This is an optimization exercise on Yosys and OpenROAD, whose aim is small area, a short achievable clock period and few clock cycles per item, not a production implementation. The RTL was checked by simulation tests, not by an equivalence proof against the original design.

Design cnn_top, start of the top module:
module cnn_top (
    clk,
    rst_n,
    start,
    done,
    data_bram_wen, data_bram_addr, data_bram_din,
    weight_bram_wen, weight_bram_addr, weight_bram_din,
    feature_bram_wen, feature_bram_addr, feature_bram_din,
    dense_w_bram_wen, dense_w_bram_addr, dense_w_bram_din,
    final_class_out
);
clock: 7.0 ns
lec_check: 0
cap_margin: 20
core_margin: 2
core_utilization: 60
cts_buf_list: sky130_fd_sc_hd__clkbuf_8
cts_cluster_diameter: 50
cts_cluster_size: 20
place_density: 0.75
setup_slack_margin: 3.8
slew_margin: 20
synth_hierarchical: 1
run.sh (not shown) runs the stock make flow with config.mk's settings and CLKGATE_MAP_FILE= SYNTH_SCRIPT=/design/flow/synth_recipe.tcl, a recipe that flattens the netlist after the stock synthesis.
Testbench counts at the start, summed over its fixed seeds: cycles 5,760, inferences 320.
Then changed:
Settings changed: CTS_CLUSTER_DIAMETER 50 to 60, CTS_CLUSTER_SIZE 20 to 16, SETUP_SLACK_MARGIN 3.8 to 3.9.
- The new run completed with no timing, DRC or antenna violations
- wire length increases by a few percent
- sequential share of layout area fell by 0.56 points
- core utilization is higher by 1.1 points
- synthesized area is unchanged
- non-clock buffer count goes up by 83
- clock skew increases by 6.9 ps
- die area stays the same
- critical path depth stays the same

* * *

## run A
Starting RTL as in the previous note.
clock: 7.0 ns
lec_check: 0
cap_margin: 20
core_margin: 2
core_utilization: 60
cts_buf_list: sky130_fd_sc_hd__clkbuf_8
cts_cluster_diameter: 60
cts_cluster_size: 16
place_density: 0.75
setup_slack_margin: 3.8
slew_margin: 20
synth_hierarchical: 1
Every stage of the flow completed for run A, and the final layout passed the timing, design-rule and antenna checks.
Testbench counts of run A, summed over its fixed seeds: cycles 5,760, inferences 320.
#### Input delta (run B over run A)
- changing SETUP_SLACK_MARGIN from 3.8 to 3.6
Findings:
- On run B: share of the clock period used by the worst path is 2.0 points higher than what run A gave.
- Against run A, cell area in run B fell slightly.
- [compare] base=run A new=run B: fmax lost about 4%; transition time of the tightest slew-check pin lost 0.0090 ns.
- [diff] total routed wirelength, run B relative to run A: improvement
- The first-pass GRT wire length on run A is in line with that on run B.
- Run A and run B ended up with roughly the same fraction of standard cell area in multi-input logic.
- Diff run A -> run B | amount of wire on met3 after detailed routing | decrease of about 1.8%
- Re maximum buffer depth of the clock tree: no difference whatsoever between run A and run B.
The following lists how run C was set up differently from run B:
- a change of SETUP_SLACK_MARGIN from 3.6 to 3.8
- a change of CORE_UTILIZATION from 60 to 70
- a change of PLACE_DENSITY from 0.75 to 0.82
--- outcome ---
- The final design area excluding fillers of run C and that of run B are within noise of each other.
- The delay of the slowest cell on the worst path reported for run C is smaller than that of run B by 0.37 ns.
- [compare] base=run B new=run C: final cell count moved down, sequential share of layout area shows no meaningful change, fraction of area in multi-input gates higher, clock-pin slew reported for the worst setup and hold paths after clock tree synthesis was more or less identical.
Here is what was changed in the inputs of run D compared with run C.
- changing PLACE_DENSITY from 0.82 to 0.75
- changing CORE_UTILIZATION from 70 to 60
- setting ABC_AREA to 1 for the first time
### Flow results
Between run D and run C, fraction of final layout cells sized beyond drive strength 1 is lower for run D, run C comes in above that.
Looking at starting utilization of the core area, run D sits 10 points below run C.
Sort run D and run C by overall track demand over capacity in global routing, ascending, and run D comes first.
When the final numbers for run D and run C were put side by side, the number of tap cells added at floorplan turned out to be smaller in run C.
Area overhead of the layout relative to synthesis | run D below run C
Changes observed in run D relative to run C: cell count increased by about 55% relative to the old numbers.
### run D -> run E
- SETUP_SLACK_MARGIN changed from 3.8 to 3.7
- ABC_AREA removed (was 1)
Notes after the runs:
Run E has completed all stages; timing, DRC and antenna checks passed.
A launching element of the worst setup path of wsel[2]$_DFF_P_ is what run D shows, while ea[6]$_DFF_P_ belongs to run E.
When run E is measured against run D, its synthesized area turns out 7.3% lower.
Between run D and run E, minimum clock period increased.
Taking run D as the reference, in run E global-route usage over all layers went down; layout inverter count without the clock tree went down.

[afterwards: timing with drivers on the ports]
The flow's constraints put no driver on any port. The routed layouts listed below were extracted and timed again, unchanged, in two steps. Step 1 assumes that a clkbuf_16 drives the clock port and a buf_2 every other input. Step 2 times the ports against the registers' clock, not the clock port: input delays grow and output delays shrink by t, the midpoint of the rising clock arrivals with the driver on. a / b / c = ideal ports / drivers / drivers and shift; a / b = the first two.
run | shift t [ns] | slack for setup (ns) | worst setup path after step 2 | slew at the worst register clock pin (ns) | worst data-port slew with drivers (ns)
the first run of note 1 | 0.714 | 3.845 / 3.845 / 3.385 | input to register | 0.12 / 0.12 | 0.04
the second run of note 1 | 0.724 | 3.847 / 3.847 / 3.339 | input to register | 0.11 / 0.11 | 0.04
run A | 0.728 | 3.839 / 3.839 / 3.395 | input to register | 0.11 / 0.11 | 0.04
run B | 0.728 | 3.701 / 3.701 / 3.384 | input to register | 0.11 / 0.11 | 0.04
run C | 0.715 | 3.767 / 3.767 / 3.412 | input to register | 0.10 / 0.10 | 0.05
run D | 0.720 | 3.917 / 3.917 / 3.606 | input to register | 0.10 / 0.10 | 0.04
run E | 0.727 | 3.797 / 3.797 / 3.395 | input to register | 0.11 / 0.11 | 0.04
After both steps setup and hold are still met in every run listed. The setup slack of the second run of note 1, which loses most, moves by 0.000 ns with the drivers and by -0.508 ns with both steps.
